What follows belongs to an exercise in optimizing a design on an open flow for small area, a short achievable clock period and few clock cycles per item; a production flow would make more cautious choices. The RTL was checked by simulation tests, not by an equivalence proof against the original design. Power and IR drop assume default switching activity.

==> flow/design.v, too long to show whole: its modules and the start of the top module <==
// module PolyMult: 1256 lines
// module PolyMult_x2: 3 lines
// module PolyMult_fa: 3 lines
// module PolyMult_ha: 3 lines
module PolyMult(clk, rst, start, A3, A2, A1, A0, B3, B2, B1, B0, finish, C3, C2, C1, C0);
  // ...
==> flow/flow/run.sh <==
#!/bin/bash
# The standard layout (the standard.sh) with these ORFS variables changed:
#   BUFFER_PORTS_ARGS='-buffer_cell sky130_fd_sc_hd__buf_4'
# The whole make output goes to standard_flow.log; ORFS keeps each step's log under orfs/logs/.
set -euo pipefail
bash standard.sh BUFFER_PORTS_ARGS='-buffer_cell sky130_fd_sc_hd__buf_4' finish > standard_flow.log 2>&1
==> flow/standard.sh <==
#!/bin/bash
# synth_recipe.tcl (not shown) runs the flow's synth.tcl, then flattens the netlist and writes it again
# the make line also repeats each setting of config.mk as NAME=value (left out here)
make -C /OpenROAD-flow-scripts/flow DESIGN_CONFIG=/design/flow/config.mk WORK_HOME=/design/flow/orfs CLKGATE_MAP_FILE= SYNTH_SCRIPT=/design/flow/synth_recipe.tcl "${@:-finish}"
==> flow/config.mk <==
export PLATFORM = sky130hd
export DESIGN_NAME = PolyMult
export DESIGN_NICKNAME = PolyMult
export VERILOG_FILES = /design/flow/design.v
export SDC_FILE = /design/flow/constraint.sdc
export NUM_CORES = 4
export LEC_CHECK = 0
export CAP_MARGIN = 20
export CORE_MARGIN = 2
export CORE_UTILIZATION = 65
export SLEW_MARGIN = 20
export SYNTH_HIERARCHICAL = 1
export SYNTH_MINIMUM_KEEP_SIZE = 0
==> flow/constraint.sdc <==
create_clock -name core_clock -period 6.0 [get_ports {clk}]
set_input_delay 1.2000 -clock core_clock [delete_from_list [all_inputs] [get_ports {clk}]]
set_output_delay 1.2000 -clock core_clock [all_outputs]
set_load 0.01 [all_outputs]
==> impl_metrics.ini, run 1 <==
[outcome]
status = timing/DRC/antenna clean

[timing]
grt_setup_unrepaired = false
setup_viol = 0
worst_slack_ns = 0.8575
post-route-min-period_ns = 5.143

[power_and_ir_drop]
seqPwrFrac = 0.061
power.density_nw_per_um2 = 558.5
peakVddDrop_v = 0.0009146

[place]
place_inst = 1715
postPlaceCellArea_sq_um = 14180
gp_congestion = 0.8653
io_buffer_count = 99

[clock_network]
cts_num_sinks = 33

[drt]
route.met3.wl_um = 5103
finalWirelength_um = 41360
met2WireLength_um = 19300
viasPerCell = 6.167

[yosys]
postSynthAreaPerCell_sq_um = 9.427
syn_area_sq_um = 13370
yosysMostFrequentCell = nand2_1

[cells_and_area]
most_frequent_cells_in_the_layout = 438 x nand2_1, 323 x fa_1, 231 x xor2_1
fillerInstances = 1649
ff_latch_area_sq_um = 665.6
final-instance-count-excl-fill = 1723
finalInstanceArea_sq_um = 14320

[critical_path]
crit_cells = 13

[global_route]
grt.met1_usage = 0.5285
grtUsageMet3 = 0.09691
Testbench counts, summed over its fixed seeds: cycles 804, items 800.
==> run 2: changes to the inputs <==
--- a/flow/config.mk
+++ b/flow/config.mk
@@ -8,6 +8,7 @@
 export CAP_MARGIN = 20
 export CORE_MARGIN = 2
 export CORE_UTILIZATION = 65
+export SETUP_SLACK_MARGIN = 0.3
 export SLEW_MARGIN = 20
 export SYNTH_HIERARCHICAL = 1
 export SYNTH_MINIMUM_KEEP_SIZE = 0
==> run 2 against run 1 <==
  * Still clean on timing, DRC and antenna
  * First-iteration DRC count unchanged
  * Clock power about the same
  * Synthesized area unchanged
  * Final area unchanged
  * Sequential cell count unchanged
  * Hold slack unchanged
  * Core utilization unchanged
  * Critical path depth unchanged
  * Sequential share of layout area unchanged
  * Wire length unchanged
  * Critical path type unchanged
  * Critical endpoint unchanged
==> impl_metrics.ini, run 2 <==
[outcome]
status = timing/DRC/antenna clean

[critical_path]
max_stage_delay_ns = 0.55
critical_path.most_common_cell = fa_1
path_cells = buf_4 > nand2_1 > fa_1 > fa_1 > fa_1 > fa_1 > fa_1 > ha_1 > ha_1 > inv_1 > nor3_1 > a221oi_1 > nand2_1
crit_buf_inv = 2
setup.worst_path.start_class = input port
critPathSlowestCell = fa_1
worst-path-max-fanout = 32
worst_ep_arrival_time_ns = 5.32
crit_end_category = register
path_delay_family = adder cells
cp_data_required_time_ns = 6.18
worstSetupPathType = input port to register

[place]
io_buffer_count = 99
gp_congestion = 0.8653
place_inst = 1715
preCtsSetupSlack_ns = 0.6486
postPlaceCellArea_sq_um = 14180
detailedPlacementHpwl_um = 26790

[clock_network]
cts_num_sinks = 33
cts_htree_levels = 2
cts_buffers = 5
clk_transition_reported_paths_ns = 0.07
postCtsResizedCells = 0
cts_post_setup_buffers_inserted = 0
cts.hold.buffers_added = 0
cts_tree = built
clock-root-buffer = clkbuf_16
cts-root-to-sink-buffers = 2

[yosys]
synthTopCellsByArea = fa_1 48%, xor2_1 15%, nand2_1 12%
ys_ff_latch = 33
netlist.area_leader.share = 0.4837
yosys_warnings = 7
syn_area_sq_um = 13370
synth.yosys.seq_area_share = 0.04979
synth_enable_flop_cells = 0
postSynthAreaPerCell_sq_um = 9.427
ys_types = 33
yosys_most_used_dff = dfxtp_1
synthesis.instances = 1418
synth-async-reset-ratio = 0.03030
synth_commonest_cells = 438 x nand2_1, 323 x fa_1, 231 x xor2_1
yosysMostFrequentCell = nand2_1
synthDominantAreaCellType = fa_1

[timing]
worst_slack_ns = 0.8575
finalHoldViolCount = 0
post-route-min-period_ns = 5.143
slew_headroom = 0.6492
setup_viol = 0
report.final.slew_viol_count = 0
fmaxAchievable_ghz = 0.1945
worst-slew-pin-transition_ns = 0.5262
post-route-period-util = 0.8571
grt_setup_unrepaired = false
totalNegativeSetupSlack_ns = 0

[die]
die_w_um = 147.4
overall_die_area_sq_um = 21730
core_sq_um = 20230
rows = 52
initial_core_util = 0.6606
dieHeight_um = 147.4
design.portCount = 100

[drt]
postRouteAntennaNets = 0
viasPerCell = 6.167
detailedRoute.firstIterationViolations = 1067
finalWirelength_um = 41360
drc = 0
via_count = 10626
initial_drt_pass_iterations = 6
wire_per_inst_um = 24.01

[cells_and_area]
most_frequent_cells_in_the_layout = 438 x nand2_1, 323 x fa_1, 231 x xor2_1
finalInstanceArea_sq_um = 14320
num-nets-final = 1894
post_route_cells_drive_above_1_share = 0.08121
most_common_cell_after_layout_fill_and_taps_aside = nand2_1
area_growth_pct = 7.132
final-instance-count-excl-fill = 1723
n_antenna_cell = 0

[power_and_ir_drop]
peakVddDrop_v = 0.0009146
power.density_nw_per_um2 = 558.5
leakage_uw = 0.005999

[global_route]
first_pass_grt_wire_length_um = 65000
grt.total_usage = 0.4021
largest_net_degree_at_the_start_of_global_routing = 33
vias_in_the_first_global_route = 11523
grt_antenna_before_repair = 0
overflow = 0

[run]
maximum_capacitance_violations = 0

[worst_hold_path]
hold_class = input port to asynchronous set/reset pin
==> run 2: where the power goes <==
| part | internal [uW] | leakage (uW) | switching [uW] | total [uW] |
|---|---|---|---|---|
| Combinational | 3370 | 0.00565 | 3860 | 7230 |
| Clock | 153 | 0.0000706 | 124 | 278 |
| Sequential | 457 | 0.000282 | 29.4 | 486 |
==> run 2: final timing paths <==
path	start	end	slack, ns	cells past startpoint
worst min-delay path	rst	finish	0.73	2
min in group core_clock	start	finish	1.01	1
worst max-delay path	B3[0]	C0[6]	0.86	13
max in group asynchronous	rst	finish	5.18	2
==> run 2: stage by stage <==
| step | hold slack (ns) | utilization | power (uW) |
|---|---|---|---|
| after floorplan | 0.9287 | - | 6244 |
| after global placement | 1.043 | 0.7009 | 7447 |
| after detailed placement | 1.046 | 0.7009 | 7689 |
| after CTS | 0.7260 | 0.7078 | 8021 |
| after global routing | 0.7258 | 0.7078 | 8930 |
| final | 0.7313 | 0.7078 | 7998 |
==> run 2: cells by family after synthesis <==
| group | Yosys count | synth area share |
|---|---|---|
| AOI/OAI and AO/OA | 36 | 0.02200 |
| xor gates and xnor gates | 244 | 0.1599 |
| adders and majority gates | 375 | 0.5324 |
| buffers and inverters | 118 | 0.03313 |
| DFF | 33 | 0.04979 |
| muxes | 2 | 0.001498 |
| other | 1 | 0.0002805 |
| and+or+nand+nor | 609 | 0.2010 |
==> run 2: final cells by class <==
| class | instances | area [sq um] |
|---|---|---|
| clock buffer | 6 | 128.9 |
| clock inverter | 2 | 10.01 |
| sequential | 33 | 665.6 |
| tap | 270 | 337.8 |
| inverter | 19 | 71.32 |
| timing repair buffer | 100 | 750.7 |
| multi-input combinational | 1293 | 12360 |
| fill | 1649 | 5913 |
==> run 2: routing by layer <==
metal,up-vias,track usage,part of all wire
li1,4289,-,-
met1,5310,0.5285,0.36
met2,853,0.6411,0.47
met3,174,0.09691,0.12
met4,0,0.1837,0.051
met5,-,0,0
==> run 2: per-module statistics from Yosys, one instance, submodules excluded <==
module | flip-flops and latches | cells inside | times used | area, sq um
PolyMult | 33 | 851 | 1 | 4720
PolyMult_fa | 0 | 1 | 319 | 20.02
PolyMult_ha | 0 | 1 | 24 | 12.51
PolyMult_x2 | 0 | 1 | 224 | 8.758
==> run 3: changes to the inputs <==
--- a/flow/config.mk
+++ b/flow/config.mk
@@ -7,8 +7,7 @@
 export LEC_CHECK = 0
 export CAP_MARGIN = 20
 export CORE_MARGIN = 2
-export CORE_UTILIZATION = 65
-export SETUP_SLACK_MARGIN = 0.3
+export CORE_UTILIZATION = 80
 export SLEW_MARGIN = 20
 export SYNTH_HIERARCHICAL = 1
 export SYNTH_MINIMUM_KEEP_SIZE = 0
==> run 3 against run 2 <==
  * Synthesized cell count did not move
  * Still clean
  * Sequential share of layout area about the same
  * Clock power is 5% lower
  * Largest power group unchanged
==> impl_metrics.ini, run 3 <==
[run]
maximum_capacitance_violations = 0

[place]
preCtsSetupSlack_ns = 0.6253
postPlaceCellArea_sq_um = 14110
gp_congestion = 0.9227
io_buffer_count = 99
detailedPlacementHpwl_um = 27220

[cells_and_area]
fillerInstances = 928
finalCoreUtilization = 0.8654
ff_latch_area_sq_um = 665.6
finalInstanceArea_sq_um = 14250
num-nets-final = 1893
post_route_cells_drive_above_1_share = 0.07920
most_frequent_cells_in_the_layout = 438 x nand2_1, 323 x fa_1, 231 x xor2_1
area_growth_pct = 6.590
most_common_cell_after_layout_fill_and_taps_aside = nand2_1
n_antenna_cell = 0
multi_input_area_sq_um = 12360

[drt]
finalWirelength_um = 41650
initial_drt_pass_iterations = 8
wire_per_inst_um = 24.91
via_count = 11366
postRouteAntennaNets = 0
drc = 0
viasPerCell = 6.798
detailedRoute.firstIterationViolations = 1798

[clock_network]
postCtsResizedCells = 0
cts_tree = built
cts_num_sinks = 33
cts_htree_levels = 2
cts.hold.buffers_added = 0
cts-root-to-sink-buffers = 2
clock-root-buffer = clkbuf_16
cts_buffers = 5
cts_post_setup_buffers_inserted = 0
clk_transition_reported_paths_ns = 0.06

[timing]
post-route-period-util = 0.8608
slew_headroom = 0.6625
totalNegativeSetupSlack_ns = 0
post-route-min-period_ns = 5.165
final.hold.worst_slack_ns = 0.7408
report.final.slew_viol_count = 0
setup_viol = 0
worst_slack_ns = 0.8353
grt_setup_unrepaired = false
finalHoldViolCount = 0
worst-slew-pin-transition_ns = 0.5062
fmaxAchievable_ghz = 0.1936

[global_route]
vias_in_the_first_global_route = 12557
grt_antenna_before_repair = 0
largest_net_degree_at_the_start_of_global_routing = 33
first_pass_grt_wire_length_um = 64680
overflow = 0
grt.total_usage = 0.4877

[die]
initial_core_util = 0.8119
die_w_um = 133.3
dieHeight_um = 133.3
overall_die_area_sq_um = 17760
rows = 47
core_sq_um = 16470
design.portCount = 100

[yosys]
ys_ff_latch = 33
yosys.area_share.adder = 0.5324
synth_enable_flop_cells = 0
yosys_warnings = 7
synthesis.instances = 1418
synth-compound-area-share = 0.02200
yosysMostFrequentCell = nand2_1
synth_top_family_by_area = adder cells
ys_types = 33
postSynthAreaPerCell_sq_um = 9.427
synth.yosys.seq_area_share = 0.04979
yosys.area_share.xor_xnor = 0.1599
synth-async-reset-ratio = 0.03030
synth_commonest_cells = 438 x nand2_1, 323 x fa_1, 231 x xor2_1
syn_area_sq_um = 13370
netlist.area_leader.share = 0.4837
yosys_most_used_dff = dfxtp_1
synthTopCellsByArea = fa_1 48%, xor2_1 15%, nand2_1 12%
yosys-mux-area-fraction = 0.001498
post_synth_and_or_nand_nor_area_fraction = 0.2010
synthDominantAreaCellType = fa_1

[critical_path]
worstSetupPathType = input port to register
setup.worst_path.start_class = input port
cp_data_required_time_ns = 6.18
crit_end_category = register
worst-path-max-fanout = 28
worst_ep_arrival_time_ns = 5.34

[power_and_ir_drop]
power.density_nw_per_um2 = 568.9
power.switching_fraction = 0.5069
power.combinational.fraction = 0.907
seqPwrFrac = 0.060
p_int_uw = 3997
peakVddDrop_v = 0.001175
p_sw_uw = 4109
leakage_uw = 0.005989
clkPwrFrac = 0.033

[worst_hold_path]
hold_class = input port to asynchronous set/reset pin

[outcome]
status = timing/DRC/antenna clean
==> run 3: cell counts after synthesis <==
No cell type changed its count.
==> run 3: final cells by class <==
| class | instances | area share |
|---|---|---|
| clock buffer | 8 | 0.009571 |
| inverter | 19 | 0.005005 |
| multi-input combinational | 1293 | 0.8672 |
| sequential | 33 | 0.04672 |
| tap | 220 | 0.01932 |
| timing repair buffer | 99 | 0.05216 |
==> run 3: final timing paths <==
| kind | startpoint | end | slack, ns |
|---|---|---|---|
| min in group core_clock | start | finish | 1.02 |
| max in group asynchronous | rst | finish | 5.17 |
| hold / removal | rst | finish | 0.74 |
| setup / recovery | B3[1] | C3[7] | 0.84 |
==> run 3: cells by family (layout without fill, tap and decap cells) <==
| logic type | count (synthesis) | in the layout |
|---|---|---|
| buffers and inverters | 118 | 126 |
| xor gates and xnor gates | 244 | 244 |
| adders and majority gates | 375 | 375 |
| AOI/OAI and AO/OA | 36 | 36 |
| muxes | 2 | 2 |
| DFF | 33 | 33 |
| and+or+nand+nor | 609 | 609 |
| other | 1 | 27 |
==> run 3: routing by layer <==
metal | wire [um] | part of all wire | GRT usage
met5 | 0 | 0 | 0
met4 | 3721 | 0.089 | 0.3168
met3 | 6762 | 0.16 | 0.1712
met2 | 18490 | 0.44 | 0.7666
met1 | 12670 | 0.30 | 0.5736
==> run 3: power groups by stage <==
stage | Clock (uW) | Combinational [uW] | Sequential [uW]
after global routing | 278 | 8200 | 496
after global placement | 0 | 6860 | 488
after CTS | 266 | 7290 | 489
after floorplan | 0 | 5700 | 545
after detailed placement | 0 | 7240 | 492
final | 265 | 7350 | 488
==> run 3: through the flow <==
| step | cells | power [uW] |
|---|---|---|
| after floorplan | 1444 | 6244 |
| after global routing | 1672 | 8970 |
| after CTS | 1672 | 8049 |
| after global placement | 1664 | 7344 |
| final | 1672 | 8107 |
| after detailed placement | 1664 | 7730 |
==> run 3: critical path: stages <==
cell,delay [ns]
buf_4,0.39
nand2_1,0.19
fa_1,0.54
fa_1,0.47
fa_1,0.50
ha_1,0.22
fa_1,0.37
ha_1,0.23
fa_1,0.44
ha_1,0.31
o21ai_0,0.10
nand2b_1,0.13
o31ai_4,0.09
xor2_1,0.14
==> run 3: modules after synthesis, one instance, submodules excluded <==
module	copies in the design	flops+latches	cells inside
PolyMult	1	33	851
PolyMult_x2	224	0	1
PolyMult_ha	24	0	1
PolyMult_fa	319	0	1
==> run 4: changes to the inputs <==
==> flow/flow/run.sh (replaced) <==
#!/bin/bash
# The standard layout (the standard.sh) with these ORFS variables changed:
#   port buffers: sky130_fd_sc_hd__buf_4, then output ones resized after global placement
#   
# The whole make output goes to standard_flow.log; ORFS keeps each step's log under orfs/logs/.
set -euo pipefail
bash standard.sh BUFFER_PORTS_ARGS='-buffer_cell sky130_fd_sc_hd__buf_4' POST_GLOBAL_PLACE_TCL=$(pwd)/flow/post_gpl.tcl  finish > standard_flow.log 2>&1
==> flow/flow/post_gpl.tcl (new file) <==
# After global placement: the output ports drive only a 10 fF load and have
# ample slack, so their port buffers are made the smallest buffer.
foreach inst [get_cells output*] {
  if {[get_property $inst ref_name] eq "sky130_fd_sc_hd__buf_4"} {
    replace_cell $inst sky130_fd_sc_hd__buf_1
  }
}
--- a/flow/config.mk
+++ b/flow/config.mk
@@ -7,7 +7,7 @@
 export LEC_CHECK = 0
 export CAP_MARGIN = 20
 export CORE_MARGIN = 2
-export CORE_UTILIZATION = 80
+export CORE_UTILIZATION = 65
 export SLEW_MARGIN = 20
 export SYNTH_HIERARCHICAL = 1
 export SYNTH_MINIMUM_KEEP_SIZE = 0
==> run 4 against run 3 <==
  * Highest routed layer unchanged
  * Clock power is 5% higher
  * Clock-buffer cell count decreased by 2
  * Synthesized cell count unchanged
  * Wire length decreased by 1.3%
  * Final area down 0.36%
  * Synthesized area unchanged
  * Core utilization is 16 points lower
  * Die area is 22% higher
  * Sequential share of layout area about the same
  * Global-route usage is 9.2 points lower
  * Power is 2.4% lower
  * Via count decreased by 7.2%
==> impl_metrics.ini, run 4 <==
[outcome]
status = timing/DRC/antenna clean

[global_route]
largest_net_degree_at_the_start_of_global_routing = 33
overflow = 0
vias_in_the_first_global_route = 11369
grt_antenna_before_repair = 0
grt.total_usage = 0.3960
first_pass_grt_wire_length_um = 63880

[die]
rows = 52
dieHeight_um = 147.4
die_w_um = 147.4
core_sq_um = 20230
design.portCount = 100
initial_core_util = 0.6606
overall_die_area_sq_um = 21730

[yosys]
ys_types = 33
yosysMostFrequentCell = nand2_1
synth_enable_flop_cells = 0
syn_area_sq_um = 13370
synth_commonest_cells = 438 x nand2_1, 323 x fa_1, 231 x xor2_1
synthDominantAreaCellType = fa_1
postSynthAreaPerCell_sq_um = 9.427
synth-async-reset-ratio = 0.03030
netlist.area_leader.share = 0.4837
yosys_warnings = 7
synthTopCellsByArea = fa_1 48%, xor2_1 15%, nand2_1 12%
synthesis.instances = 1418
ys_ff_latch = 33
synth.yosys.seq_area_share = 0.04979
yosys_most_used_dff = dfxtp_1

[clock_network]
postCtsResizedCells = 0
cts_tree = built
clock-root-buffer = clkbuf_16
cts.hold.buffers_added = 0
cts_buffers = 5
cts_htree_levels = 2
clk_transition_reported_paths_ns = 0.07
cts-root-to-sink-buffers = 2
cts_num_sinks = 33
cts_post_setup_buffers_inserted = 0

[timing]
setup_viol = 0
post-route-period-util = 0.8484
report.final.slew_viol_count = 0
finalHoldViolCount = 0
post-route-min-period_ns = 5.091
fmaxAchievable_ghz = 0.1964
grt_setup_unrepaired = false
worst-slew-pin-transition_ns = 0.5240
slew_headroom = 0.6507
totalNegativeSetupSlack_ns = 0

[cells_and_area]
most_common_cell_after_layout_fill_and_taps_aside = nand2_1
post_route_cells_drive_above_1_share = 0.05850
num-nets-final = 1894
most_frequent_cells_in_the_layout = 438 x nand2_1, 323 x fa_1, 231 x xor2_1
area_growth_pct = 6.206
final-instance-count-excl-fill = 1723
ff_latch_area_sq_um = 665.6
n_antenna_cell = 0
fillerInstances = 1642
multi_input_area_sq_um = 12360

[drt]
viasPerCell = 6.121
finalWirelength_um = 41100
postRouteAntennaNets = 0
drc = 0
via_count = 10546
initial_drt_pass_iterations = 5
detailedRoute.firstIterationViolations = 1056
wire_per_inst_um = 23.85

[place]
detailedPlacementHpwl_um = 26630
io_buffer_count = 99
place_inst = 1715

[critical_path]
worst_ep_arrival_time_ns = 5.28
setup.worst_path.start_class = input port
worst-path-max-fanout = 32
crit_end = C0[6]
worstSetupPathType = input port to register
cp_data_required_time_ns = 6.19
crit_end_category = register
setup.worst_path.start = B3[0]

[power_and_ir_drop]
total_power_uw = 7916
power.density_nw_per_um2 = 557.5
peakVddDrop_v = 0.0009196
leakage_uw = 0.005880

[run]
maximum_capacitance_violations = 0

[worst_hold_path]
hold_class = input port to asynchronous set/reset pin
[run 4: cell counts after synthesis]
No cell type changed its count.
[run 4: final cells by class]
cell class / instances / share of cell area
Clock inverter: 2 / 0.0007050
Tap cell: 270 / 0.02379
Timing Repair Buffer: 100 / 0.04415
Sequential cell: 33 / 0.04688
Clock buffer: 6 / 0.009077
Inverter: 19 / 0.005023
Multi-Input combinational cell: 1293 / 0.8704
[run 4: Yosys stat by module, one instance, submodules excluded]
module | flops+latches | times used
PolyMult | 33 | 1
PolyMult_fa | 0 | 319
PolyMult_ha | 0 | 24
PolyMult_x2 | 0 | 224
[run 4: cell families (layout without fill, tap and decap cells)]
logic type      count (synthesis)  count (layout)  synth area share
simple gates                  609             609            0.2010
fa+ha+maj                     375             375            0.5324
xor+xnor                      244             244            0.1599
buf+inv                       118             127           0.03313
compound gates                 36              36           0.02200
flops                          33              33           0.04979
mux                             2               2          0.001498
other cells                     1              27         0.0002805
[run 4: how the worst min path moves through the flow]
stage	endpoint	slack (ns)
floorplan	finish	0.93
global placement	finish	1.04
detailed placement	finish	1.05
CTS	finish	0.72
global route	finish	0.72
finish	finish	0.73
[run 4: stage by stage]
stage | hold WS (ns) | util | setup slack, ns | instance area (sq um)
5_1_grt | 0.7242 | 0.7016 | 0.7342 | 14200
2_1_floorplan | 0.9287 | - | 0.7221 | 13470
3_5_place_dp | 1.047 | 0.6948 | 0.6671 | 14060
3_3_place_gp | 1.043 | 0.7009 | 0.7165 | 14180
6_report | 0.7279 | 0.7016 | 0.9094 | 14200
4_1_cts | 0.7211 | 0.7016 | 0.9692 | 14200
[run 4: worst max-delay path: stages]
cell      delay, ns
buf_4          0.41
nand2_1        0.19
fa_1           0.55
fa_1           0.44
fa_1           0.43
fa_1           0.54
fa_1           0.42
ha_1           0.33
ha_1           0.31
inv_1          0.10
nor3_1         0.06
a221oi_1       0.21
nand2_1        0.08
[run 4: report_power, final]
part	total [uW]	internal [uW]	switching, uW
Clock	278	153	125
Combinational	7150	3290	3860
Sequential	484	457	27.6
[run 4: per-layer routing]
layer	part of all wire	global-route usage	vias to the layer above
met5	0	0	-
met4	0.046	0.1635	0
met1	0.37	0.5280	5312
met3	0.11	0.08117	159
li1	-	-	4292
met2	0.47	0.6421	783
==> run 5: changes to the inputs <==
==> flow/flow/run.sh (replaced) <==
#!/bin/bash
# The standard layout (the standard.sh) with these ORFS variables changed:
#   port buffers: sky130_fd_sc_hd__buf_4, then resized after global placement by their load
#   
# The whole make output goes to standard_flow.log; ORFS keeps each step's log under orfs/logs/.
set -euo pipefail
bash standard.sh BUFFER_PORTS_ARGS='-buffer_cell sky130_fd_sc_hd__buf_4' POST_GLOBAL_PLACE_TCL=$(pwd)/flow/post_gpl.tcl  finish > standard_flow.log 2>&1
--- a/flow/flow/post_gpl.tcl
+++ b/flow/flow/post_gpl.tcl
@@ -5,3 +5,14 @@
     replace_cell $inst sky130_fd_sc_hd__buf_1
   }
 }
+# Input port buffers sized by the number of gates they drive.
+foreach inst [get_cells input*] {
+  if {[get_property $inst ref_name] ne "sky130_fd_sc_hd__buf_4"} continue
+  set loads [get_pins -quiet -of_objects [get_nets -of_objects [get_pins $inst/X]] -filter "direction == input"]
+  set fo [llength $loads]
+  if {$fo >= 24} {
+    replace_cell $inst sky130_fd_sc_hd__buf_6
+  } elseif {$fo <= 8} {
+    replace_cell $inst sky130_fd_sc_hd__buf_2
+  }
+}
==> run 5 against run 4 <==
  * Highest routed layer unchanged
  * Critical path depth unchanged
  * Largest power group unchanged
  * Die area is the same
  * Combinational power barely moved
  * Critical path type unchanged
  * Global-route usage barely moved
  * Cell count stayed put
  * Non-clock buffer count stayed put
==> impl_metrics.ini, run 5 <==
[yosys]
yosys.area_share.xor_xnor = 0.1599
synth-async-reset-ratio = 0.03030
yosys_warnings = 7
netlist.area_leader.share = 0.4837
post_synth_and_or_nand_nor_area_fraction = 0.2010
yosys_most_used_dff = dfxtp_1
synthDominantAreaCellType = fa_1
synth_commonest_cells = 438 x nand2_1, 323 x fa_1, 231 x xor2_1
syn_area_sq_um = 13370
ys_types = 33
yosysMostFrequentCell = nand2_1
yosys-mux-area-fraction = 0.001498
ys_ff_latch = 33
synth.yosys.seq_area_share = 0.04979
synth-compound-area-share = 0.02200
synth_top_family_by_area = adder cells
postSynthAreaPerCell_sq_um = 9.427
synth_enable_flop_cells = 0
yosys.area_share.adder = 0.5324
synthesis.instances = 1418
synthTopCellsByArea = fa_1 48%, xor2_1 15%, nand2_1 12%

[drt]
drc = 0
wire_per_inst_um = 23.80
detailedRoute.firstIterationViolations = 1064
initial_drt_pass_iterations = 6
via_count = 10550
finalWirelength_um = 41000
viasPerCell = 6.123
postRouteAntennaNets = 0

[critical_path]
cp_data_required_time_ns = 6.19
crit_end = C0[6]
worst-path-max-fanout = 32
worstSetupPathType = input port to register
crit_end_category = register
worst_ep_arrival_time_ns = 5.58
setup.worst_path.start_class = input port
setup.worst_path.start = B3[0]

[die]
die_w_um = 147.4
initial_core_util = 0.6606
rows = 52
design.portCount = 100
overall_die_area_sq_um = 21730
dieHeight_um = 147.4
core_sq_um = 20230

[cells_and_area]
most_frequent_cells_in_the_layout = 438 x nand2_1, 323 x fa_1, 231 x xor2_1
area_growth_pct = 4.970
post_route_cells_drive_above_1_share = 0.05850
most_common_cell_after_layout_fill_and_taps_aside = nand2_1
num-nets-final = 1894
finalInstanceArea_sq_um = 14030
finalCoreUtilization = 0.6935
n_antenna_cell = 0

[timing]
post-route-min-period_ns = 5.390
slew_headroom = 0.4010
report.final.slew_viol_count = 0
worst-slew-pin-transition_ns = 0.8986
post-route-period-util = 0.8984
finalHoldViolCount = 0
fmaxAchievable_ghz = 0.1855
totalNegativeSetupSlack_ns = 0
setup_viol = 0
grt_setup_unrepaired = false

[global_route]
overflow = 0
vias_in_the_first_global_route = 11321
grt_antenna_before_repair = 0
largest_net_degree_at_the_start_of_global_routing = 33
first_pass_grt_wire_length_um = 63580
grt.total_usage = 0.3955

[clock_network]
cts_tree = built
clock-root-buffer = clkbuf_16
clk_transition_reported_paths_ns = 0.07
cts_htree_levels = 2
cts-root-to-sink-buffers = 2
cts_num_sinks = 33
cts.hold.buffers_added = 0
cts_post_setup_buffers_inserted = 0
postCtsResizedCells = 0
cts_buffers = 5

[run]
maximum_capacitance_violations = 0

[place]
postPlaceCellArea_sq_um = 13890
io_buffer_count = 99
detailedPlacementHpwl_um = 26660

[worst_hold_path]
hold_class = input port to asynchronous set/reset pin

[outcome]
status = timing/DRC/antenna clean

[power_and_ir_drop]
power.density_nw_per_um2 = 561.8
peakVddDrop_v = 0.0008491
leakage_uw = 0.005823
-- run 5: logic make-up (layout without fill, tap and decap cells) --
logic type	after synthesis	count (layout)
AND/OR/NAND/NOR	609	609
adder cells (fa/ha/maj)	375	375
XOR/XNOR	244	244
buffers and inverters	118	127
AO/OA/AOI/OAI	36	36
flip-flops	33	33
multiplexers	2	2
other	1	27
-- run 5: worst min path at each step --
stage                     endpoint  depth (start not counted)  slack [ns]  from
after CTS                   finish                          2        0.71   rst
after global placement      finish                          2        1.04   rst
after global routing        finish                          2        0.72   rst
after floorplan             finish                          1        0.93   rst
after detailed placement    finish                          2        1.03   rst
final                       finish                          2        0.72   rst
-- run 5: where the power goes --
part / leakage [uW] / switching, uW / internal, uW
clock: 0.0000706 / 124 / 153
sequential: 0.000282 / 25.9 / 457
combinational: 0.00547 / 3850 / 3280
total: 0.00582 / 4000 / 3890
-- run 5: final cells by class --
class                   instances  area, sq um
well taps                     270        337.8
flip-flops and latches         33        665.6
repair buffers                100        461.7
fillers                      1661         6202
clock inverters                 2        10.01
multi-input cells            1293        12360
inverters                      19        71.32
clock buffers                   6        128.9
-- run 5: Yosys stat by module (local to each module, per instance) --
module	flops+latches	copies in the design	area, sq um
PolyMult_ha	0	24	12.51
PolyMult	33	1	4720
PolyMult_x2	0	224	8.758
PolyMult_fa	0	319	20.02
-- run 5: routing by layer --
metal | wire [um] | track usage | part of all wire
met1 | 14770 | 0.5115 | 0.36
met2 | 19270 | 0.6402 | 0.47
met3 | 4998 | 0.1043 | 0.12
met4 | 1971 | 0.1654 | 0.048
met5 | 0 | 0 | 0
-- run 5: stage by stage --
stage,total power (uW),instances,hold WS [ns],worst slack [ns]
6_report,7884,1723,0.7154,0.6098
5_1_grt,8881,1723,0.7199,0.4331
4_1_cts,7919,1723,0.7136,0.6619
3_5_place_dp,7578,1715,1.035,0.3534
3_3_place_gp,7447,1715,1.043,0.7165
2_1_floorplan,6244,1444,0.9287,0.7221
-- run 5: worst max-delay path: stages --
cell,delay [ns]
buf_2,0.66
nand2_1,0.23
fa_1,0.56
fa_1,0.44
fa_1,0.43
fa_1,0.54
fa_1,0.42
ha_1,0.33
ha_1,0.31
inv_1,0.10
nor3_1,0.06
a221oi_1,0.21
nand2_1,0.08

[static timing again, ports no longer ideal]
The flow's constraints put no driver on any port. The routed layouts listed below were extracted and timed again, unchanged, in two steps. Step 1 (the two cells are an assumption about what drives the block):
set clk [get_ports {clk}]
set_driving_cell -lib_cell sky130_fd_sc_hd__clkbuf_16 $clk
set_driving_cell -lib_cell sky130_fd_sc_hd__buf_2 [delete_from_list [all_inputs] $clk]
Step 2 times the ports against the registers' clock, not the clock port: input delays grow and output delays shrink by t, the midpoint of the rising clock arrivals with the driver on. a / b / c = ideal / step 1 / step 2; a / b = the first two.
run	t, ns	setup slack, ns	latest minus earliest clock arrival (ns)
run 1	0.344	0.857 / 0.881 / 0.538	0.011 / 0.011
run 2	0.344	0.857 / 0.881 / 0.538	0.011 / 0.011
run 3	0.341	0.835 / 0.862 / 0.521	0.006 / 0.006
run 4	0.347	0.909 / 0.932 / 0.585	0.012 / 0.013
run 5	0.345	0.610 / 0.634 / 0.289	0.011 / 0.010
After both steps every run listed still meets setup and hold. For run 4, which loses most, drivers alone change the setup slack by +0.023 ns; drivers and shift together by -0.324 ns.
